This design comes from an exercise in tuning for a short achievable clock period and few clock cycles on the open sky130 flow, not from production work. The RTL was checked by simulation tests, not by an equivalence proof against the original design. No activity file was given, so power comes from the tool's default toggle rates.

===== flow/config.mk =====
export PLATFORM = sky130hd
export DESIGN_NAME = cpu_top
export DESIGN_NICKNAME = cpu_top
export VERILOG_FILES = /design/flow/design.v
export SDC_FILE = /design/flow/constraint.sdc
export NUM_CORES = 4
export LEC_CHECK = 0
export CAP_MARGIN = 20
export CORE_MARGIN = 2
export CORE_UTILIZATION = 40
export SETUP_SLACK_MARGIN = 4.3
export SLEW_MARGIN = 20
export SYNTH_HIERARCHICAL = 1
export TNS_END_PERCENT = 100

===== flow/standard.sh =====
#!/bin/bash
# synth_recipe.tcl (not shown) runs the flow's synth.tcl, then flattens the netlist and writes it again
# the make line also repeats each setting of config.mk as NAME=value (left out here)
make -C /OpenROAD-flow-scripts/flow DESIGN_CONFIG=/design/flow/config.mk WORK_HOME=/design/flow/orfs CLKGATE_MAP_FILE= SYNTH_SCRIPT=/design/flow/synth_recipe.tcl "${@:-finish}"

===== flow/design.v =====
`timescale 1ns/1ps
module pfx_aoi(input g, input t, input g2, input t2, output gn, output tn);
    assign gn = ~(g | (t & g2));
    assign tn = ~(t & t2);
endmodule
module pfx_oai(input gn, input tn, input gn2, input tn2, output g, output t);
    assign g = ~(gn & (tn | gn2));
    assign t = ~(tn | tn2);
endmodule
module pfx_inv(input g, input t, output gn, output tn);
    assign gn = ~g;
    assign tn = ~t;
endmodule
module ks_carry #(parameter W = 32, parameter CIN = 0, parameter L = 5) (
    input  [W-1:0] a,
    input  [W-1:0] b,
    output [W-1:0] c,
    output         cout
);
    wire [W-1:0] g = a & b;
    wire [W-1:0] t = a | b;
    wire [W-1:0] G0 = {g[W-1:1], (CIN != 0) ? t[0] : g[0]};
    wire [W-1:0] X [0:L];
    wire [W-1:0] Y [0:L];
    assign X[0] = G0;
    assign Y[0] = t;
    genvar l, i;
    generate
        for (l = 0; l < L; l = l + 1) begin : LV
            for (i = 0; i < W; i = i + 1) begin : B
                if (i >= (1 << l)) begin : C
                    if (l % 2 == 0) begin : A
                        pfx_aoi u(.g(X[l][i]), .t(Y[l][i]), .g2(X[l][i - (1 << l)]), .t2(Y[l][i - (1 << l)]),
                                  .gn(X[l+1][i]), .tn(Y[l+1][i]));
                    end else begin : O
                        pfx_oai u(.gn(X[l][i]), .tn(Y[l][i]), .gn2(X[l][i - (1 << l)]), .tn2(Y[l][i - (1 << l)]),
                                  .g(X[l+1][i]), .t(Y[l+1][i]));
                    end
                end else begin : N
                    pfx_inv u(.g(X[l][i]), .t(Y[l][i]), .gn(X[l+1][i]), .tn(Y[l+1][i]));
                end
            end
        end
    endgenerate
    assign c = {~X[L][W-2:0], CIN != 0};
    assign cout = ~X[L][W-1];
endmodule
module alu(
    input  [31:0] a,
    input  [31:0] b,
    input         inv,      
    input  [2:0]  logop,    
    input         slt,
    output [31:0] pr,
    output [31:0] c,
    output [31:0] other     
);
    wire [31:0] ax = a ^ {32{inv}};
    wire cout;
    ks_carry #(32) K(.a(ax), .b(b), .c(c), .cout(cout));
    assign pr = ax ^ b ^ {32{inv}};
    assign other = ({32{logop[0]}} & (a & b))
                 | ({32{logop[1]}} & (a | b))
                 | ({32{logop[2]}} & (a ^ b))
                 | {31'd0, slt & cout};
endmodule
module fwd_bit(input pr, input c, input s, input r, output y);
    assign y = s ? (pr ^ c) : r;
endmodule
module pick4(input s0, input d0, input s1, input d1, input s2, input d2, input s3, input d3,
             output y);
    assign y = (s0 & d0) | (s1 & d1) | (s2 & d2) | (s3 & d3);
endmodule
module pick5(input s0, input d0, input s1, input d1, input s2, input d2, input s3, input d3,
             input s4, input d4, output y);
    assign y = (s0 & d0) | (s1 & d1) | (s2 & d2) | (s3 & d3) | (s4 & d4);
endmodule
`timescale 1ns/1ps
module control_unit(
    input [31:0] instr,
    output jump,         
    output condbr,       
    output regwrite,     
    output lw,
    output sw,
    output useimm,       
    output use_rs,       
    output use_rt,       
    output [4:0] rd,
    output [4:0] aluop   
);
    localparam RTYPE = 6'd0;
    localparam LW    = 6'd35;
    localparam SW    = 6'd43;
    localparam BEQ   = 6'd4;
    localparam ADDI  = 6'd8;
    wire [5:0] opcode = instr[31:26];
    wire [5:0] funct  = instr[5:0];
    wire is_r    = opcode == RTYPE;
    wire is_lw   = opcode == LW;
    wire is_sw   = opcode == SW;
    wire is_beq  = opcode == BEQ;
    wire is_addi = opcode == ADDI;
    wire same    = instr[25:21] == instr[20:16];
    assign jump     = is_beq & same;
    assign condbr   = is_beq & ~same;
    assign rd       = is_r ? instr[15:11] : instr[20:16];
    assign regwrite = (is_r | is_lw | is_addi) & (rd != 5'd0);
    assign lw       = is_lw;
    assign sw       = is_sw;
    assign useimm   = is_lw | is_sw | is_addi;
    assign use_rs   = is_r | is_lw | is_sw | is_addi | condbr;
    assign use_rt   = is_r | condbr;
    assign aluop[0] = is_r & (funct == 6'h22);
    assign aluop[1] = is_r & (funct == 6'h24);
    assign aluop[2] = is_r & (funct == 6'h25);
    assign aluop[3] = is_r & (funct == 6'h26);
    assign aluop[4] = is_r & (funct == 6'h2A);
endmodule
`timescale 1ns/1ps
module forwarding_unit(
    input [4:0] rs,
    input [4:0] rt,
    input use_rs,
    input use_rt,
    input [4:0] prod_rd,
    input prod_regwrite,    
    input prod_lw,
    output fa_alu,
    output fb_alu,
    output fs_ld,
    output stall
);
    wire ha = prod_regwrite & (prod_rd == rs);
    wire hb = prod_regwrite & (prod_rd == rt);
    assign fa_alu = ha & ~prod_lw;
    assign fb_alu = hb & ~prod_lw;
    assign fs_ld  = hb & prod_lw;
    assign stall  = prod_lw & ((ha & use_rs) | (hb & use_rt));
endmodule
`timescale 1ns/1ps
module pc_bit(input sj, input ft, input se, input et, input sh, input pcw, input pcw1,
              output y);
    assign y = sj ? ft : (se ? et : (sh ? pcw : pcw1));
endmodule
module hazard_unit(
    input e_taken,
    input [29:0] e_targetw,
    input stall,
    input f_jump,
    input [29:0] f_targetw,
    input [29:0] pcw,
    input [29:0] pcw1,
    output [29:0] pcw_next,
    output squash_f
);
    assign squash_f = e_taken | stall;
    wire sj = f_jump & ~e_taken;
    genvar i;
    generate
        for (i = 0; i < 30; i = i + 1) begin : B
            pc_bit u(.sj(sj), .ft(f_targetw[i]), .se(e_taken), .et(e_targetw[i]), .sh(stall),
                     .pcw(pcw[i]), .pcw1(pcw1[i]), .y(pcw_next[i]));
        end
    endgenerate
endmodule
`timescale 1ns/1ps
module g_aoi22(input a, input b, input c, input d, output y);
    assign y = ~((a & b) | (c & d));
endmodule
module g_nand2(input a, input b, output y);
    assign y = ~(a & b);
endmodule
module g_nor2(input a, input b, output y);
    assign y = ~(a | b);
endmodule
module or16_sel(input [15:0] sel, input [15:0] bits, output y);
    wire [7:0] l1;
    wire [3:0] l2;
    wire [1:0] l3;
    genvar i;
    generate
        for (i = 0; i < 8; i = i + 1) begin : A
            g_aoi22 u(.a(sel[2*i]), .b(bits[2*i]), .c(sel[2*i+1]), .d(bits[2*i+1]), .y(l1[i]));
        end
        for (i = 0; i < 4; i = i + 1) begin : B
            g_nand2 u(.a(l1[2*i]), .b(l1[2*i+1]), .y(l2[i]));
        end
        for (i = 0; i < 2; i = i + 1) begin : C
            g_nor2 u(.a(l2[2*i]), .b(l2[2*i+1]), .y(l3[i]));
        end
    endgenerate
    g_nand2 D(.a(l3[0]), .b(l3[1]), .y(y));
endmodule
module rf_read_bit(input [31:0] sel, input [31:0] bits, output y0, output y1);
    or16_sel L(.sel(sel[15:0]), .bits(bits[15:0]), .y(y0));
    or16_sel H(.sel(sel[31:16]), .bits(bits[31:16]), .y(y1));
endmodule
module rf_decode(input [4:0] addr, output [31:0] sel);
    genvar r;
    generate
        for (r = 0; r < 32; r = r + 1) begin : D
            if (r == 0) begin : Z
                assign sel[r] = 1'b0;
            end else begin : S
                assign sel[r] = addr == r;
            end
        end
    endgenerate
endmodule
module reg_file(
    input clk,
    input rst,
    input we,
    input [4:0] rd_addr,
    input [31:0] rd_data,
    input [4:0] rs1_addr,
    input [4:0] rs2_addr,
    output [31:0] rs1_lo,      
    output [31:0] rs1_hi,      
    output [31:0] rs2_lo,
    output [31:0] rs2_hi,
    output wt1,                
    output wt2
);
    wire [31:0] regs [0:31];
    assign regs[0] = 32'd0;
    genvar g, k;
    generate
        for (g = 1; g < 32; g = g + 1) begin : R
            reg [31:0] q;
            reg v;
            always @(posedge clk or posedge rst) begin
                if (rst) v <= 1'b0;
                else if (we && rd_addr == g) v <= 1'b1;
            end
            always @(posedge clk) begin
                if (we && rd_addr == g) q <= rd_data;
            end
            assign regs[g] = q & {32{v}};
        end
    endgenerate
    wire [31:0] sel1, sel2;
    rf_decode D1(.addr(rs1_addr), .sel(sel1));
    rf_decode D2(.addr(rs2_addr), .sel(sel2));
    generate
        for (k = 0; k < 32; k = k + 1) begin : B
            wire [31:0] col;
            for (g = 0; g < 32; g = g + 1) begin : C
                assign col[g] = regs[g][k];
            end
            rf_read_bit P1(.sel(sel1), .bits(col), .y0(rs1_lo[k]), .y1(rs1_hi[k]));
            rf_read_bit P2(.sel(sel2), .bits(col), .y0(rs2_lo[k]), .y1(rs2_hi[k]));
        end
    endgenerate
    assign wt1 = we && (rd_addr != 0) && (rd_addr == rs1_addr);
    assign wt2 = we && (rd_addr != 0) && (rd_addr == rs2_addr);
endmodule
`timescale 1ns/1ps
module cpu_top(
    input clk,
    input rst,
    output [31:0] imem_addr,
    input  [31:0] imem_rdata,
    output [31:0] dmem_addr,
    output [31:0] dmem_wdata,
    output        dmem_we,
    input  [31:0] dmem_rdata
);
    reg [29:0] pcw;
    assign imem_addr = {pcw, 2'b00};
    wire [31:0] instr = imem_rdata;
    wire [4:0]  f_rs = instr[25:21];
    wire [4:0]  f_rt = instr[20:16];
    wire [31:0] f_imm = {{16{instr[15]}}, instr[15:0]};
    wire f_jump, f_condbr, f_regwrite, f_lw, f_sw, f_useimm, f_use_rs, f_use_rt;
    wire [4:0] f_rd;
    wire [4:0] f_aluop;    
    control_unit cu(.instr(instr), .jump(f_jump), .condbr(f_condbr), .regwrite(f_regwrite),
                    .lw(f_lw), .sw(f_sw), .useimm(f_useimm), .use_rs(f_use_rs), .use_rt(f_use_rt),
                    .rd(f_rd), .aluop(f_aluop));
    wire [29:0] pcw1 = pcw + 30'd1;
    wire [29:0] tc;
    wire tco;
    ks_carry #(30, 1, 5) TGT(.a(pcw), .b(f_imm[29:0]), .c(tc), .cout(tco));
    wire [29:0] f_targetw = pcw ^ f_imm[29:0] ^ tc;
    reg  [31:0] m_res, m_addr, m_wdata;
    reg  [4:0]  m_rd;
    reg         m_regwrite, m_lw, m_we;
    wire [31:0] m_wval = m_lw ? dmem_rdata : m_res;
    wire [31:0] rf_a0, rf_a1, rf_b0, rf_b1;
    wire wt_a, wt_b;
    reg_file rf(.clk(clk), .rst(rst), .we(m_regwrite), .rd_addr(m_rd), .rd_data(m_wval),
                .rs1_addr(f_rs), .rs2_addr(f_rt), .rs1_lo(rf_a0), .rs1_hi(rf_a1),
                .rs2_lo(rf_b0), .rs2_hi(rf_b1), .wt1(wt_a), .wt2(wt_b));
    reg [31:0] e_a, e_bop, e_st;
    reg [29:0] e_targetw;
    reg [4:0]  e_rd;
    reg [4:0]  e_aluop;
    reg        e_arith, e_inv, e_fs_ld;    
    reg        e_regwrite, e_lw, e_sw, e_condbr;
    wire fa_alu, fb_alu, fs_ld, stall;
    forwarding_unit fwd(.rs(f_rs), .rt(f_rt), .use_rs(f_use_rs), .use_rt(f_use_rt),
                        .prod_rd(e_rd), .prod_regwrite(e_regwrite), .prod_lw(e_lw),
                        .fa_alu(fa_alu), .fb_alu(fb_alu), .fs_ld(fs_ld), .stall(stall));
    wire [31:0] pr, c, other;
    alu ALU(.a(e_a), .b(e_bop), .inv(e_inv), .logop(e_aluop[3:1]), .slt(e_aluop[4]),
            .pr(pr), .c(c), .other(other));
    wire a_arith = fa_alu & e_arith;
    wire a_oth   = fa_alu;
    wire a_wt    = ~fa_alu & wt_a;
    wire a_rf    = ~fa_alu & ~wt_a;
    wire b_imm   = f_useimm;
    wire b_arith = ~f_useimm & fb_alu & e_arith;
    wire b_oth   = ~f_useimm & fb_alu;
    wire b_wt    = ~f_useimm & ~fb_alu & wt_b;
    wire b_rf    = ~f_useimm & ~fb_alu & ~wt_b;
    wire s_arith = fb_alu & e_arith;
    wire s_oth   = fb_alu;
    wire s_wt    = ~fb_alu & wt_b;
    wire s_rf    = ~fb_alu & ~wt_b;
    wire [31:0] a_rest, b_rest, s_rest, e_a_next, e_bop_next, e_st_next, res, res2;
    genvar i;
    generate
        for (i = 0; i < 32; i = i + 1) begin : FW
            pick4 PA(.s0(a_oth), .d0(other[i]), .s1(a_wt), .d1(m_wval[i]), .s2(a_rf), .d2(rf_a0[i]),
                     .s3(a_rf), .d3(rf_a1[i]), .y(a_rest[i]));
            pick5 PB(.s0(b_imm), .d0(f_imm[i]), .s1(b_oth), .d1(other[i]), .s2(b_wt), .d2(m_wval[i]),
                     .s3(b_rf), .d3(rf_b0[i]), .s4(b_rf), .d4(rf_b1[i]), .y(b_rest[i]));
            pick4 PS(.s0(s_oth), .d0(other[i]), .s1(s_wt), .d1(m_wval[i]), .s2(s_rf), .d2(rf_b0[i]),
                     .s3(s_rf), .d3(rf_b1[i]), .y(s_rest[i]));
            fwd_bit FA(.pr(pr[i]), .c(c[i]), .s(a_arith), .r(a_rest[i]), .y(e_a_next[i]));
            fwd_bit FB(.pr(pr[i]), .c(c[i]), .s(b_arith), .r(b_rest[i]), .y(e_bop_next[i]));
            fwd_bit FS(.pr(pr[i]), .c(c[i]), .s(s_arith), .r(s_rest[i]), .y(e_st_next[i]));
            fwd_bit FR(.pr(pr[i]), .c(c[i]), .s(e_arith), .r(other[i]), .y(res[i]));
            fwd_bit FM(.pr(pr[i]), .c(c[i]), .s(e_arith), .r(other[i]), .y(res2[i]));
        end
    endgenerate
    wire e_taken = e_condbr & (e_a == e_bop);
    wire [31:0] sv = e_fs_ld ? dmem_rdata : e_st;     
    wire [29:0] pcw_next;
    wire squash_f;
    hazard_unit hzd(.e_taken(e_taken), .e_targetw(e_targetw), .stall(stall), .f_jump(f_jump),
                    .f_targetw(f_targetw), .pcw(pcw), .pcw1(pcw1), .pcw_next(pcw_next),
                    .squash_f(squash_f));
    always @(posedge clk or posedge rst) begin
        if (rst) pcw <= 30'd0;
        else pcw <= pcw_next;
    end
    always @(posedge clk or posedge rst) begin
        if (rst) begin
            e_regwrite <= 1'b0; e_lw <= 1'b0; e_sw <= 1'b0; e_condbr <= 1'b0;
        end else begin
            e_regwrite <= f_regwrite & ~squash_f;
            e_lw       <= f_lw & ~squash_f;
            e_sw       <= f_sw & ~squash_f;
            e_condbr   <= f_condbr & ~squash_f;
        end
    end
    always @(posedge clk) begin
        e_a   <= e_a_next;
        e_bop <= e_bop_next;
        e_st  <= e_st_next;
        e_fs_ld <= fs_ld;
        e_targetw <= f_targetw;
        e_rd <= f_rd;
        e_aluop <= f_aluop;
        e_arith <= ~|f_aluop[4:1];
        e_inv <= f_aluop[0] | f_aluop[4];
    end
    always @(posedge clk or posedge rst) begin
        if (rst) begin
            m_regwrite <= 1'b0; m_lw <= 1'b0; m_we <= 1'b0;
            m_addr <= 32'd0;
        end else begin
            m_regwrite <= e_regwrite;
            m_lw <= e_lw;
            m_we <= e_sw;
            m_addr <= res2;
        end
    end
    always @(posedge clk) begin
        m_res <= res;
        m_wdata <= sv;
        m_rd <= e_rd;
    end
    assign dmem_addr  = m_addr;
    assign dmem_wdata = m_wdata;
    assign dmem_we    = m_we;
endmodule

===== flow/flow/run.sh =====
#!/bin/bash
# The standard layout (the standard.sh, unchanged synthesis), except that the port
# buffers are sky130_fd_sc_hd__buf_4 (resizable within the buf family) instead of the
# default pick, clkdlybuf4s50_1, which repair cannot resize into a faster buffer.
set -o pipefail
bash standard.sh "BUFFER_PORTS_ARGS=-buffer_cell sky130_fd_sc_hd__buf_4" finish > standard.log 2>&1

===== flow/constraint.sdc =====
create_clock -name core_clock -period 7.0 [get_ports {clk}]
set_input_delay 1.4000 -clock core_clock [delete_from_list [all_inputs] [get_ports {clk}]]
set_output_delay 1.4000 -clock core_clock [all_outputs]
set_load 0.01 [all_outputs]

==> results of run 1 <==
==> cell type report <==
class	count	share of cell area, %
inverter	196	0.7790
clock inverter	73	0.8009
antenna	11	0.02833
sequential	1299	37.57
multi-input combinational	5106	43.25
timing repair buffer	776	10.19
tap	2480	3.193
clock buffer	196	4.186
==> metal layers <==
layer / up-vias / wire length (um)
li1: 26060 / -
met1: 31100 / 121000
met2: 3854 / 143400
met3: 1186 / 34450
met4: 15 / 29330
met5: - / 460
==> worst paths after layout <==
kind	startpoint	end	slack (ns)	cells after the start
max	imem_rdata[19]	e_bop[14]$_DFF_P_	4.02	15
min	e_sw$_DFF_PP0_	m_we$_DFF_PP0_	0.36	0
max reg2reg	m_rd[4]$_DFF_P_	e_bop[14]$_DFF_P_	4.13	12
min reg2reg	e_sw$_DFF_PP0_	m_we$_DFF_PP0_	0.36	0
max in group asynchronous	rst	pcw[0]$_DFF_PP0_	5.21	3
min in group asynchronous	rst	m_regwrite$_DFF_PP0_	0.51	2
==> timing repair <==
item | CTS | global route
pin swaps | 303 | 432
hold buffers | 0 | 0
gates cloned | 79 | 32
endpoints found under the setup margin | 313 | 249
gates resized for setup | 903 | 558
setup buffers | 276 | 108
hold endpoints to repair | 0 | 0
==> sequential cells by signal (all words and copies together) (netlist names) <==
name and count:
e_fs_ld 1, m_we 1, rf.R.v 31, e_inv 1, m_res 32, m_lw 1, pcw 30, m_regwrite 1
e_targetw 30, e_regwrite 1, m_rd 5, m_addr 32, e_aluop 4, rf.R.q 992, e_rd 5, e_condbr 1
e_a 32, e_lw 1, m_wdata 32, e_st 32, e_sw 1, e_arith 1, e_bop 32
==> worst max-delay path, cell delays in order <==
cell and delay (ns):
buf_16 0.13, xor2_2 0.15, nor4_2 0.32, nand3_2 0.17
nor2_4 0.13, buf_12 0.14, buf_12 0.13, nor3_4 0.07
buf_12 0.17, buf_8 0.13, buf_16 0.14, a222oi_1 0.28
nand2_1 0.12, nor2_2 0.15, a21oi_2 0.05
==> cell usage in the layout, fill, tap and decap left out, types with 29 or more instances in the layout <==
master and instances:
buf_4 378, dfrtp_2 35, dfxtp_1 187, conb_1 70, nor2_2 99, and2_1 996, or2_1 51, nand2_2 149
nor2_1 273, and2_2 53, inv_1 167, nor2_4 247, a21oi_2 132, a22oi_2 1123, mux2i_1 29, o21ai_2 94
or2_4 29, buf_16 64, dfrtp_1 64, edfxtp_1 992, mux2_4 56, xnor2_1 237, a222oi_1 32, a21oi_4 34
xor2_1 66, buf_6 161, clkbuf_16 177, mux2_2 37, clkbuf_1 34, nand2_1 671, ha_1 65, a22oi_1 93
o21ai_1 56, a21oi_1 139, buf_12 124, nand2_4 62
==> power groups by stage <==
stage	Clock (mW)	Sequential [mW]	Combinational (mW)
floorplan	0	9.06	1.66
global placement	0	9.15	2.74
detailed placement	0	9.16	2.77
CTS	8.01	8.95	3.15
global route	8.30	8.97	3.55
finish	7.97	8.96	3.42
==> run summary, run 1 <==
- Status: timing/DRC/antenna clean
- Die Width: 436.8 um
- Die height: 436.8 um
- Final RePlAce weighted congestion: 0.9916
- Power Total: 20.36 mW
- CTS tree: yes
- Worst setup margin: 4.016 ns
- RSZ-0062 raised after global routing: true
- Global-route wire length before repair: 440.3 mm
- Max-slew violations: 0
- Worst EP arrival: 3.69 ns
- Switching share of power: 28.73%
- Pwr Density: 209.5 nW/um2
- Vias in the first global route: 59830
- Synth warnings: 10
- Final setup skew: 0.04556 ns
- Final critical-path share of the clock period: 42.63%
- Startpoint types: input port
- ANT nets after route: 0
- Post-Syn Area: 74940 um2
- Gr ovfl total: 0
- Total CTS buffers: 148
- Root buffer cell: clkbuf_16
- Worst Tran Pin Value: 1.155 ns
- Row cnt: 158
- Top Usage Layer GRT: met2
- Setup-failing EPs final: 0
- Post-Place Worst Slack: 2.172 ns
- Worst slew margin: 22.17%
- Met3 global-route usage: 8.718%
- Internal: 14.51 mW
- Grt met2 use: 49.61%
- Max_cap viols: 0
- Avg Cell Area, Syn: 11.26 um2
- CTS max path bufs: 3
- Initial antenna violation count: 24
- First DRT Iteration DRCs: 7869
- Largest net degree at the start of global routing: 69
- I/O Buffers: 160
- Critical Path Sink Type: flop
- Leakage power: 35.33 nW
- Clock share of power: 39.2%
- Logic pwr share: 16.8%
- Register area: 36510 um2
- Final nets: 7658
- WHS: 0.3600 ns
- Wire length per cell: 32.41 um
- CTS H-tree lvls: 4
- Met1 usage: 39.11%
- Peak VDD IR: 0.2011 mV
- Cell area after layout: 97170 um2
- I/O pins: 163
- Via Count: 62210
- Synth-to-Final Area Change: 29.67%
- Reg clk slew, reported paths: 0.07 ns
- Initial Util: 40.33%
- Final routed DRC violation total: 0
- Placement Cell Area: 80760 um2
- Fmax: 335.1 MHz
- Worst hold path class: reg -> reg
- Core Util, Final: 52.29%
- Die area: 190800 um2
- Vias/cell: 6.137
- Total length of routed wires: 328.6 mm
- Mapped Cells: 6654
- Part of the power in registers: 44.0%
- Switch Pwr: 5.850 mW
- CP Class: in -> reg
- Layout cells sized above 1: 43.29%
- Placed insts: 9357
- Core Area: 185800 um2
- Worst skew pair latency: 0.83 ns
- Crit-path max FO: 6
- Clock sink count: 1299
- Hold Vio Cnt, Final: 0
- Final setup TNS: 0 ns
- Period minus WS final: 2.984 ns
- Final std cells w/o fill: 10140
- Fill count: 15900
- Post-DP HPWL: 185.4 mm
- Total Routing Usage GR: 32.16%
- Data required, critical path: 7.71 ns
- 1st-pass router iterations: 16
- Area of the multi-input gates: 42030 um2
Testbench counts, summed over its fixed seeds: cycles 30,109.
==> run 2, diff against run 1 <==
--- a/flow/design.v
+++ b/flow/design.v
@@ -75,6 +75,35 @@
              input s4, input d4, output y);
     assign y = (s0 & d0) | (s1 & d1) | (s2 & d2) | (s3 & d3) | (s4 & d4);
 endmodule
+module neq_bit(input a, input b, input la, input lb, input d, output y);
+    assign y = (la ? d : a) ^ (lb ? d : b);
+endmodule
+module eq_cmp(input [31:0] a, input [31:0] b, input la, input lb, input [31:0] d, output eq);
+    wire [31:0] ne;
+    wire [15:0] l1;
+    wire [7:0]  l2;
+    wire [3:0]  l3;
+    wire [1:0]  l4;
+    genvar i;
+    generate
+        for (i = 0; i < 32; i = i + 1) begin : B
+            neq_bit u(.a(a[i]), .b(b[i]), .la(la), .lb(lb), .d(d[i]), .y(ne[i]));
+        end
+        for (i = 0; i < 16; i = i + 1) begin : L1
+            g_nor2 u(.a(ne[2*i]), .b(ne[2*i+1]), .y(l1[i]));
+        end
+        for (i = 0; i < 8; i = i + 1) begin : L2
+            g_nand2 u(.a(l1[2*i]), .b(l1[2*i+1]), .y(l2[i]));
+        end
+        for (i = 0; i < 4; i = i + 1) begin : L3
+            g_nor2 u(.a(l2[2*i]), .b(l2[2*i+1]), .y(l3[i]));
+        end
+        for (i = 0; i < 2; i = i + 1) begin : L4
+            g_nand2 u(.a(l3[2*i]), .b(l3[2*i+1]), .y(l4[i]));
+        end
+    endgenerate
+    g_nor2 L5(.a(l4[0]), .b(l4[1]), .y(eq));
+endmodule
 `timescale 1ns/1ps
 module control_unit(
     input [31:0] instr,
@@ -109,8 +138,8 @@
     assign lw       = is_lw;
     assign sw       = is_sw;
     assign useimm   = is_lw | is_sw | is_addi;
-    assign use_rs   = is_r | is_lw | is_sw | is_addi | condbr;
-    assign use_rt   = is_r | condbr;
+    assign use_rs   = is_r | is_lw | is_sw | is_addi;
+    assign use_rt   = is_r;
     assign aluop[0] = is_r & (funct == 6'h22);
     assign aluop[1] = is_r & (funct == 6'h24);
     assign aluop[2] = is_r & (funct == 6'h25);
@@ -128,6 +157,7 @@
     input prod_lw,
     output fa_alu,
     output fb_alu,
+    output fa_ld,
     output fs_ld,
     output stall
 );
@@ -135,31 +165,42 @@
     wire hb = prod_regwrite & (prod_rd == rt);
     assign fa_alu = ha & ~prod_lw;
     assign fb_alu = hb & ~prod_lw;
+    assign fa_ld  = ha & prod_lw;
     assign fs_ld  = hb & prod_lw;
     assign stall  = prod_lw & ((ha & use_rs) | (hb & use_rt));
 endmodule
 `timescale 1ns/1ps
-module pc_bit(input sj, input ft, input se, input et, input sh, input pcw, input pcw1,
-              output y);
-    assign y = sj ? ft : (se ? et : (sh ? pcw : pcw1));
+module g_ao22(input a, input b, input c, input d, output y);
+    assign y = (a & b) | (c & d);
+endmodule
+module pc_rest(input se, input et, input sh, input pcw, input pcw1, output y);
+    assign y = se ? et : (sh ? pcw : pcw1);
+endmodule
+module pc_bit(input sj, input nsj, input ft, input se, input et, input sh, input pcw,
+              input pcw1, output y);
+    wire r;
+    pc_rest R(.se(se), .et(et), .sh(sh), .pcw(pcw), .pcw1(pcw1), .y(r));
+    g_ao22 O(.a(sj), .b(ft), .c(nsj), .d(r), .y(y));
 endmodule
 module hazard_unit(
-    input e_taken,
-    input [29:0] e_targetw,
+    input e_misp,
+    input [29:0] e_redir,
     input stall,
     input f_jump,
+    input f_pred,
     input [29:0] f_targetw,
     input [29:0] pcw,
     input [29:0] pcw1,
     output [29:0] pcw_next,
     output squash_f
 );
-    assign squash_f = e_taken | stall;
-    wire sj = f_jump & ~e_taken;
+    assign squash_f = e_misp | stall;
+    wire sj = (f_jump | f_pred) & ~e_misp;
+    wire nsj = ~sj;
     genvar i;
     generate
         for (i = 0; i < 30; i = i + 1) begin : B
-            pc_bit u(.sj(sj), .ft(f_targetw[i]), .se(e_taken), .et(e_targetw[i]), .sh(stall),
+            pc_bit u(.sj(sj), .nsj(nsj), .ft(f_targetw[i]), .se(e_misp), .et(e_redir[i]), .sh(stall),
                      .pcw(pcw[i]), .pcw1(pcw1[i]), .y(pcw_next[i]));
         end
     endgenerate
@@ -256,6 +297,24 @@
     assign wt1 = we && (rd_addr != 0) && (rd_addr == rs1_addr);
     assign wt2 = we && (rd_addr != 0) && (rd_addr == rs2_addr);
 endmodule
+module bht_read(input [5:0] idx, input [63:0] bits, output y);
+    wire [63:0] sel;
+    genvar r;
+    generate
+        for (r = 0; r < 64; r = r + 1) begin : D
+            assign sel[r] = idx == r;
+        end
+    endgenerate
+    wire [3:0] q;
+    wire [1:0] n;
+    or16_sel T0(.sel(sel[15:0]),  .bits(bits[15:0]),  .y(q[0]));
+    or16_sel T1(.sel(sel[31:16]), .bits(bits[31:16]), .y(q[1]));
+    or16_sel T2(.sel(sel[47:32]), .bits(bits[47:32]), .y(q[2]));
+    or16_sel T3(.sel(sel[63:48]), .bits(bits[63:48]), .y(q[3]));
+    g_nor2 N0(.a(q[0]), .b(q[1]), .y(n[0]));
+    g_nor2 N1(.a(q[2]), .b(q[3]), .y(n[1]));
+    g_nand2 O(.a(n[0]), .b(n[1]), .y(y));
+endmodule
 `timescale 1ns/1ps
 module cpu_top(
     input clk,
@@ -284,6 +343,11 @@
     wire tco;
     ks_carry #(30, 1, 5) TGT(.a(pcw), .b(f_imm[29:0]), .c(tc), .cout(tco));
     wire [29:0] f_targetw = pcw ^ f_imm[29:0] ^ tc;
+    reg  [63:0] bht;
+    reg  [5:0]  bidx;
+    wire        bht_bit;
+    bht_read BR(.idx(bidx), .bits(bht), .y(bht_bit));
+    wire        f_pred = f_condbr & bht_bit;
     reg  [31:0] m_res, m_addr, m_wdata;
     reg  [4:0]  m_rd;
     reg         m_regwrite, m_lw, m_we;
@@ -297,12 +361,16 @@
     reg [29:0] e_targetw;
     reg [4:0]  e_rd;
     reg [4:0]  e_aluop;
-    reg        e_arith, e_inv, e_fs_ld;    
+    reg        e_arith, e_inv, e_fs_ld, e_fa_ld;    
     reg        e_regwrite, e_lw, e_sw, e_condbr;
-    wire fa_alu, fb_alu, fs_ld, stall;
+    reg        e_pred;           
+    reg [5:0]  e_bidx;           
+    reg [29:0] e_fallw;          
+    wire fa_alu, fb_alu, fa_ld, fs_ld, stall;
     forwarding_unit fwd(.rs(f_rs), .rt(f_rt), .use_rs(f_use_rs), .use_rt(f_use_rt),
                         .prod_rd(e_rd), .prod_regwrite(e_regwrite), .prod_lw(e_lw),
-                        .fa_alu(fa_alu), .fb_alu(fb_alu), .fs_ld(fs_ld), .stall(stall));
+                        .fa_alu(fa_alu), .fb_alu(fb_alu), .fa_ld(fa_ld), .fs_ld(fs_ld),
+                        .stall(stall));
     wire [31:0] pr, c, other;
     alu ALU(.a(e_a), .b(e_bop), .inv(e_inv), .logop(e_aluop[3:1]), .slt(e_aluop[4]),
             .pr(pr), .c(c), .other(other));
@@ -336,11 +404,14 @@
             fwd_bit FM(.pr(pr[i]), .c(c[i]), .s(e_arith), .r(other[i]), .y(res2[i]));
         end
     endgenerate
-    wire e_taken = e_condbr & (e_a == e_bop);
+    wire e_eq;
+    eq_cmp EQ(.a(e_a), .b(e_st), .la(e_fa_ld), .lb(e_fs_ld), .d(dmem_rdata), .eq(e_eq));
+    wire e_misp = e_condbr & (e_eq ^ e_pred);
+    wire [29:0] e_redir = e_pred ? e_fallw : e_targetw;
     wire [31:0] sv = e_fs_ld ? dmem_rdata : e_st;     
     wire [29:0] pcw_next;
     wire squash_f;
-    hazard_unit hzd(.e_taken(e_taken), .e_targetw(e_targetw), .stall(stall), .f_jump(f_jump),
+    hazard_unit hzd(.e_misp(e_misp), .e_redir(e_redir), .stall(stall), .f_jump(f_jump), .f_pred(f_pred),
                     .f_targetw(f_targetw), .pcw(pcw), .pcw1(pcw1), .pcw_next(pcw_next),
                     .squash_f(squash_f));
     always @(posedge clk or posedge rst) begin
@@ -349,8 +420,9 @@
     end
     always @(posedge clk or posedge rst) begin
         if (rst) begin
-            e_regwrite <= 1'b0; e_lw <= 1'b0; e_sw <= 1'b0; e_condbr <= 1'b0;
+            e_regwrite <= 1'b0; e_lw <= 1'b0; e_sw <= 1'b0; e_condbr <= 1'b0; e_pred <= 1'b0;
         end else begin
+            e_pred     <= f_pred;
             e_regwrite <= f_regwrite & ~squash_f;
             e_lw       <= f_lw & ~squash_f;
             e_sw       <= f_sw & ~squash_f;
@@ -362,25 +434,33 @@
         e_bop <= e_bop_next;
         e_st  <= e_st_next;
         e_fs_ld <= fs_ld;
+        e_fa_ld <= fa_ld;
         e_targetw <= f_targetw;
+        e_fallw <= pcw1;
+        e_bidx <= bidx;
+        bidx <= pcw_next[5:0];
         e_rd <= f_rd;
         e_aluop <= f_aluop;
         e_arith <= ~|f_aluop[4:1];
         e_inv <= f_aluop[0] | f_aluop[4];
     end
     always @(posedge clk or posedge rst) begin
+        if (rst) bht <= 64'd0;
+        else if (e_condbr) bht[e_bidx] <= e_eq;
+    end
+    always @(posedge clk or posedge rst) begin
         if (rst) begin
             m_regwrite <= 1'b0; m_lw <= 1'b0; m_we <= 1'b0;
-            m_addr <= 32'd0;
+            m_res <= 32'd0;
         end else begin
             m_regwrite <= e_regwrite;
             m_lw <= e_lw;
             m_we <= e_sw;
-            m_addr <= res2;
+            m_res <= res;
         end
     end
     always @(posedge clk) begin
-        m_res <= res;
+        m_addr <= res2;
         m_wdata <= sv;
         m_rd <= e_rd;
     end
--- a/flow/config.mk
+++ b/flow/config.mk
@@ -8,7 +8,7 @@
 export CAP_MARGIN = 20
 export CORE_MARGIN = 2
 export CORE_UTILIZATION = 40
-export SETUP_SLACK_MARGIN = 4.3
+export SETUP_SLACK_MARGIN = 5.0
 export SLEW_MARGIN = 20
 export SYNTH_HIERARCHICAL = 1
 export TNS_END_PERCENT = 100
==> run summary, run 2 <==
- Avg Cell Area, Syn: 10.89 um2
- Hold Vio Cnt, Final: 0
- Die area: 207200 um2
- Die height: 455.2 um
- Wire length per cell: 30.65 um
- Commonest non-fill, non-tap cell in the layout: a22oi_2
- Hold Crit Depth: 0
- Core Area: 202300 um2
- Worst r2r src: e_fs_ld$_DFF_P_
- Peak VDD IR: 0.2947 mV
- Top Registers: rf.R.q x992, bht x64
- Layout cells sized above 1: 47.25%
- Die Width: 455.2 um
- Met1 usage: 38.11%
- CTS Hold Bufs: 0
- WHS: 0.3629 ns
- Final critical-path share of the clock period: 43.03%
- Worst slew margin: 31.84%
- Total Routing Usage GR: 32.44%
- 1st-pass router iterations: 9
- ANT nets after route: 0
- Gr ovfl total: 0
- CP Class: in -> reg
- I/O Buffers: 160
- Most frequent cells in the layout: a22oi_2 (1119), and2_1 (1024), edfxtp_1 (992)
- Leakage power: 39.59 nW
- Fill count: 16700
- Period minus WS final: 3.012 ns
- Power Total: 25.50 mW
- Crit-path max FO: 8
- Worst Tran Pin Value: 1.022 ns
- Total length of routed wires: 349.7 mm
- Number of flip-flops in the largest register: 992
- Initial Util: 40.24%
- Largest net degree at the start of global routing: 123
- Worst hold path class: reg -> reg
- R2R Setup Slk: 3.99 ns
- I/O pins: 163
- Data required, critical path: 7.70 ns
- CTS tree: yes
- Met3 global-route usage: 8.431%
- Reg2Reg Capture Point: pcw[4]$_DFF_PP0_
- Vias in the first global route: 67510
- CTS H-tree lvls: 4
- Startpoint types: input port
- Worst hold path endpoint: m_we$_DFF_PP0_
- Post-Syn Area: 81420 um2
- Reg clk slew, reported paths: 0.06 ns
- Status: timing/DRC/antenna clean
- Top Usage Layer GRT: met2
- Placement Cell Area: 88010 um2
- Post-DP HPWL: 201.7 mm
- Max_cap viols: 0
- Final nets: 8716
- Root buffer cell: clkbuf_16
- RSZ-0062 raised after global routing: true
- Cell area after layout: 109600 um2
- Global-route wire length before repair: 484.0 mm
- Setup-failing EPs final: 0
- Max-slew violations: 0
- Final routed DRC violation total: 0
- Row cnt: 165
- Pwr Density: 232.6 nW/um2
- Mapped Cells: 7477
- CTS max path bufs: 3
- Fmax: 332.0 MHz
- Critical Path Sink Type: flop
- HP Start: e_sw$_DFF_PP0_
- Grt met2 use: 50.09%
- Synth warnings: 10
- Worst EP arrival: 3.72 ns
- First DRT Iteration DRCs: 7639
- Synth-to-Final Area Change: 34.65%
- Via Count: 69310
- Final setup skew: 0.04034 ns
- Reg with most FFs: rf.R.q
- Clock sink count: 1407
- Total CTS buffers: 166
- Initial antenna violation count: 18
- Worst skew pair latency: 0.85 ns
- Path depth of the worst reg2reg path: 16
- Final RePlAce weighted congestion: 0.9866
- Final setup TNS: 0 ns
- Vias/cell: 6.074
==> run 2: worst max path at each step <==
| stage | from | end | slack (ns) |
|---|---|---|---|
| floorplan | imem_rdata[17] | e_bop[0]$_DFF_P_ | 2.20 |
| global placement | dmem_rdata[13] | pcw[5]$_DFF_PP0_ | 2.05 |
| detailed placement | dmem_rdata[25] | pcw[4]$_DFF_PP0_ | 2.04 |
| CTS | pcw[11]$_DFF_PP0_ | imem_addr[13] | 4.09 |
| global route | imem_rdata[20] | e_bop[25]$_DFF_P_ | 3.93 |
| finish | dmem_rdata[30] | pcw[4]$_DFF_PP0_ | 3.99 |
==> run 2: worst max-delay path: stages <==
cell and delay, ns:
buf_4 0.14, xnor2_2 0.14, o21ai_1 0.07, and4_1 0.20, nor2_1 0.15, nand2_2 0.08, nor2_4 0.20, nand2_8 0.13
nor2_4 0.20, xor2_4 0.21, and2_4 0.27, buf_12 0.15, buf_6 0.11, o21ai_2 0.05, a22o_1 0.21
==> run 2: where the power goes <==
part	internal (mW)	switching [mW]	total (mW)
logic	2.56	4.08	6.64
registers	9.68	0.451	10.1
clock network	5.01	3.72	8.73
total	17.3	8.25	25.5
==> run 2: repair_timing <==
item,CTS,global route
resized for setup,1693,626
gates cloned,88,8
endpoints found under the setup margin,2274,643
setup buffers,466,150
pin swaps,814,543
==> run 2: metal layers <==
| metal | wire, um | part of all wire [%] |
|---|---|---|
| met1 | 126200 | 36 |
| met2 | 155800 | 45 |
| met3 | 33350 | 9.5 |
| met4 | 34280 | 9.8 |
| met5 | 24 | 0.0069 |
==> run 2: cell type report <==
type                       instances  area (um2)  area share [%]
tap                             2672        3343           3.050
clock buffer                     235        4698           4.286
clock inverter                    73       656.9          0.5992
timing repair buffer             984       11830           10.79
multi-input combinational       5822       49010           44.70
sequential                      1407       39110           35.67
inverter                         199       934.6          0.8525
antenna                           18       45.04         0.04109
==> run 2: through the flow <==
stage / setup WS (ns) / utilization, % / std cells
final: 3.988 / 54.19 / 11410
after global routing: 3.930 / 54.18 / 11410
after CTS: 4.094 / 52.18 / 11230
after detailed placement: 2.039 / 43.50 / 10370
after global placement: 2.049 / 43.43 / 10370
after floorplan: 2.204 / - / 7541
Testbench counts of run 2, summed over its fixed seeds: cycles 29,431.
==> run 3, diff against run 2 <==
--- a/flow/design.v
+++ b/flow/design.v
@@ -104,6 +104,14 @@
     endgenerate
     g_nor2 L5(.a(l4[0]), .b(l4[1]), .y(eq));
 endmodule
+module pick_rf(input s0, input d0, input s1, input d1, input s2, input d2, input srf,
+               input lo, input hi, output y);
+    wire e = (s0 & d0) | (s1 & d1) | (s2 & d2);
+    wire n1, n2;
+    g_nor2 A(.a(lo), .b(hi), .y(n1));           
+    g_nand2 B(.a(srf), .b(~n1), .y(n2));        
+    assign y = ~n2 | e;
+endmodule
 `timescale 1ns/1ps
 module control_unit(
     input [31:0] instr,
@@ -173,14 +181,12 @@
 module g_ao22(input a, input b, input c, input d, output y);
     assign y = (a & b) | (c & d);
 endmodule
-module pc_rest(input se, input et, input sh, input pcw, input pcw1, output y);
-    assign y = se ? et : (sh ? pcw : pcw1);
-endmodule
-module pc_bit(input sj, input nsj, input ft, input se, input et, input sh, input pcw,
-              input pcw1, output y);
-    wire r;
-    pc_rest R(.se(se), .et(et), .sh(sh), .pcw(pcw), .pcw1(pcw1), .y(r));
-    g_ao22 O(.a(sj), .b(ft), .c(nsj), .d(r), .y(y));
+module pc_bit(input se, input nse, input et, input sj, input nsj, input ft, input sh,
+              input pcw, input pcw1, output y);
+    wire r = sh ? pcw : pcw1;
+    wire f;
+    g_ao22 F(.a(sj), .b(ft), .c(nsj), .d(r), .y(f));
+    g_ao22 E(.a(se), .b(et), .c(nse), .d(f), .y(y));
 endmodule
 module hazard_unit(
     input e_misp,
@@ -195,13 +201,14 @@
     output squash_f
 );
     assign squash_f = e_misp | stall;
-    wire sj = (f_jump | f_pred) & ~e_misp;
+    wire sj = f_jump | f_pred;
     wire nsj = ~sj;
+    wire nse = ~e_misp;
     genvar i;
     generate
         for (i = 0; i < 30; i = i + 1) begin : B
-            pc_bit u(.sj(sj), .nsj(nsj), .ft(f_targetw[i]), .se(e_misp), .et(e_redir[i]), .sh(stall),
-                     .pcw(pcw[i]), .pcw1(pcw1[i]), .y(pcw_next[i]));
+            pc_bit u(.se(e_misp), .nse(nse), .et(e_redir[i]), .sj(sj), .nsj(nsj), .ft(f_targetw[i]),
+                     .sh(stall), .pcw(pcw[i]), .pcw1(pcw1[i]), .y(pcw_next[i]));
         end
     endgenerate
 endmodule
@@ -391,12 +398,12 @@
     genvar i;
     generate
         for (i = 0; i < 32; i = i + 1) begin : FW
-            pick4 PA(.s0(a_oth), .d0(other[i]), .s1(a_wt), .d1(m_wval[i]), .s2(a_rf), .d2(rf_a0[i]),
-                     .s3(a_rf), .d3(rf_a1[i]), .y(a_rest[i]));
-            pick5 PB(.s0(b_imm), .d0(f_imm[i]), .s1(b_oth), .d1(other[i]), .s2(b_wt), .d2(m_wval[i]),
-                     .s3(b_rf), .d3(rf_b0[i]), .s4(b_rf), .d4(rf_b1[i]), .y(b_rest[i]));
-            pick4 PS(.s0(s_oth), .d0(other[i]), .s1(s_wt), .d1(m_wval[i]), .s2(s_rf), .d2(rf_b0[i]),
-                     .s3(s_rf), .d3(rf_b1[i]), .y(s_rest[i]));
+            pick_rf PA(.s0(a_oth), .d0(other[i]), .s1(a_wt), .d1(m_wval[i]), .s2(1'b0), .d2(1'b0),
+                       .srf(a_rf), .lo(rf_a0[i]), .hi(rf_a1[i]), .y(a_rest[i]));
+            pick_rf PB(.s0(b_imm), .d0(f_imm[i]), .s1(b_oth), .d1(other[i]), .s2(b_wt), .d2(m_wval[i]),
+                       .srf(b_rf), .lo(rf_b0[i]), .hi(rf_b1[i]), .y(b_rest[i]));
+            pick_rf PS(.s0(s_oth), .d0(other[i]), .s1(s_wt), .d1(m_wval[i]), .s2(1'b0), .d2(1'b0),
+                       .srf(s_rf), .lo(rf_b0[i]), .hi(rf_b1[i]), .y(s_rest[i]));
             fwd_bit FA(.pr(pr[i]), .c(c[i]), .s(a_arith), .r(a_rest[i]), .y(e_a_next[i]));
             fwd_bit FB(.pr(pr[i]), .c(c[i]), .s(b_arith), .r(b_rest[i]), .y(e_bop_next[i]));
             fwd_bit FS(.pr(pr[i]), .c(c[i]), .s(s_arith), .r(s_rest[i]), .y(e_st_next[i]));
@@ -444,9 +451,20 @@
         e_arith <= ~|f_aluop[4:1];
         e_inv <= f_aluop[0] | f_aluop[4];
     end
+    reg       u_valid, u_taken;
+    reg [5:0] u_idx;
     always @(posedge clk or posedge rst) begin
-        if (rst) bht <= 64'd0;
-        else if (e_condbr) bht[e_bidx] <= e_eq;
+        if (rst) begin
+            u_valid <= 1'b0;
+            bht <= 64'd0;
+        end else begin
+            u_valid <= e_condbr;
+            if (u_valid) bht[u_idx] <= u_taken;
+        end
+    end
+    always @(posedge clk) begin
+        u_taken <= e_eq;
+        u_idx <= e_bidx;
     end
     always @(posedge clk or posedge rst) begin
         if (rst) begin
==> run summary, run 3 <==
- Reg with most FFs: rf.R.q
- Data required, critical path: 7.72 ns
- Path depth of the worst reg2reg path: 16
- Hold Crit Depth: 0
- Cell area after layout: 112000 um2
- 1st-pass router iterations: 6
- I/O pins: 163
- Core Util, Final: 54.56%
- Number of flip-flops in the largest register: 992
- Global-route wire length before repair: 499.7 mm
- Top Registers: rf.R.q x992, bht x64
- Final setup skew: 0.07065 ns
- Largest net degree at the start of global routing: 74
- Layout cells sized above 1: 46.85%
- Worst Tran Pin Value: 0.8568 ns
- Final nets: 9034
- Placement Cell Area: 89530 um2
- Status: timing/DRC/antenna clean
- Peak VDD IR: 0.3068 mV
- Worst EP arrival: 3.78 ns
- Worst hold path class: reg -> reg
- Period minus WS final: 3.061 ns
- Final std cells w/o fill: 11750
- Setup-failing EPs final: 0
- Final critical-path share of the clock period: 43.72%
- Final setup TNS: 0 ns
- Slowest cell on crit path: or4_4
- Total CTS buffers: 166
- Critical Path Sink Type: flop
- I/O Buffers: 160
- Max-slew violations: 0
- ANT nets after route: 0
- Die Width: 458.8 um
- Vias/cell: 6.118
- Avg Cell Area, Syn: 10.66 um2
- Gr ovfl total: 0
- Clock sink count: 1415
- Total Routing Usage GR: 32.77%
- Worst skew pair latency: 0.87 ns
- Pwr Density: 227.3 nW/um2
- Max stage delay on crit path: 0.62 ns
- Total length of routed wires: 363.4 mm
- CTS H-tree lvls: 4
- Final routed DRC violation total: 0
- Commonest non-fill, non-tap cell in the layout: a22oi_2
- Synth-to-Final Area Change: 35.32%
- Placed insts: 10780
- Wire length per cell: 30.92 um
- Leakage power: 41.65 nW
- Via Count: 71910
- Crit path cell chain: buf_12 -> or4_4 -> nor2_4 -> a22oi_2 -> nand2_1 -> nor2_2 -> nand2_1 -> nor2_2 -> nand2_2 -> and2_4 -> buf_6 -> nor2_4 -> buf_12 -> buf_16 -> a22o_1 -> a22o_1
- Post-DP HPWL: 204.1 mm
- Final RePlAce weighted congestion: 0.9520
- Die area: 210500 um2
- Most frequent cells in the layout: a22oi_2 (1058), and2_1 (1026), edfxtp_1 (992)
- First DRT Iteration DRCs: 8795
- Initial antenna violation count: 23
- Startpoint types: flop
- Hold Vio Cnt, Final: 0
- CTS tree: yes
- Fmax: 326.7 MHz
- Mapped Cells: 7762
- Core Area: 205200 um2
- Die height: 458.8 um
- Crit-path max FO: 7
- CTS max path bufs: 3
- Root buffer cell: clkbuf_16
- Max_cap viols: 0
- Synth warnings: 10
- Reg clk slew, reported paths: 0.06 ns
- Vias in the first global route: 69120
- CP Class: reg -> reg
- Row cnt: 166
- RSZ-0062 raised after global routing: true
- Initial Util: 40.32%
- Worst slew margin: 42.68%
- Post-Syn Area: 82730 um2
[run 3: final cells by class]
| type | count | area (um2) |
|---|---|---|
| Fill cell | 17000 | 93250 |
| Multi-Input combinational cell | 6089 | 50270 |
| Sequential cell | 1415 | 39290 |
| Timing Repair Buffer | 930 | 12120 |
| Clock buffer | 233 | 4596 |
| Tap cell | 2688 | 3363 |
| Inverter | 294 | 1335 |
| Clock inverter | 77 | 907.1 |
| Antenna cell | 25 | 62.56 |
| Timing Repair inverter | 2 | 17.52 |
[run 3: timing repair]
action | 4_1_cts | 5_1_grt
endpoints found under the setup margin | 2167 | 866
pin swaps | 736 | 585
gates cloned | 81 | 21
resized for setup | 1777 | 836
hold buffers | 0 | 0
setup buffers | 422 | 109
[run 3: critical path, delay by kind of cell (launching register included)]
family / cells / cell delay, ns
and+or+nand+nor: 9 / 1.50
buffers and inverters: 4 / 0.55
AOI/OAI and AO/OA: 3 / 0.47
DFF: 1 / 0.36
[run 3: worst paths after layout]
kind / startpoint / endpoint / slack (ns)
setup / recovery: bidx[4]$_DFF_P_ / pcw[22]$_DFF_PP0_ / 3.94
hold / removal: e_bidx[1]$_DFF_P_ / u_idx[1]$_DFF_P_ / 0.32
setup reg to reg: bidx[4]$_DFF_P_ / pcw[22]$_DFF_PP0_ / 3.94
hold reg to reg: e_bidx[1]$_DFF_P_ / u_idx[1]$_DFF_P_ / 0.32
max in group asynchronous: rst / pcw[22]$_DFF_PP0_ / 5.25
min in group asynchronous: rst / rf.R[25].v$_DFFE_PP0P_ / 0.60
[run 3: routing by layer]
metal,up-vias,track usage [%],routed length (um)
met5,-,0,69
met4,10,19.77,26670
met3,1148,9.079,41500
met2,4502,49.20,156300
met1,36110,41.98,138900
li1,30140,-,-
[run 3: through the flow]
step | power, mW | setup WS [ns] | hold slack (ns)
floorplan | 12.69 | 2.217 | 0.3095
global placement | 14.39 | 2.055 | 0.3110
detailed placement | 14.46 | 2.105 | 0.3121
CTS | 24.59 | 4.077 | 0.3236
global route | 26.01 | 3.898 | 0.3309
finish | 25.44 | 3.939 | 0.3222
[run 3: where the power goes]
group	switching [mW]	internal, mW
Sequential	0.352	9.76
Combinational	4.06	2.36
Clock	3.83	5.07
Testbench counts of run 3, summed over its fixed seeds: cycles 29,431.

==> afterwards: timing with drivers on the ports <==
The flow's constraints put no driver on any port. The routed layouts listed below were extracted and timed again, unchanged, in two steps.
Step 1 assumes that a clkbuf_16 drives the clock port and a buf_2 every other input.
Step 2 moves the port delays by t, midway between the first and last clock arrival at a register: inputs arrive t later, outputs are due t later. That takes back most of the time a late clock gives input paths.
Three values: no drivers, after step 1, after step 2; two values: the first two.
| run | shift t [ns] | setup WS [ns] | worst setup path at the end | slew at the worst register clock pin (ns) | worst data-port slew with drivers (ns) |
|---|---|---|---|---|---|
| run 1 | 0.896 | 4.016 / 3.972 / 3.076 | input to register | 0.07 / 0.07 | 0.29 |
| run 2 | 0.919 | 3.988 / 3.857 / 2.937 | input to register | 0.07 / 0.07 | 0.38 |
| run 3 | 0.922 | 3.939 / 3.864 / 2.942 | input to register | 0.07 / 0.07 | 0.56 |
After both steps setup and hold are still met in every run listed. The setup slack of run 2, which loses most, moves by -0.131 ns with the drivers and by -1.051 ns with both steps.
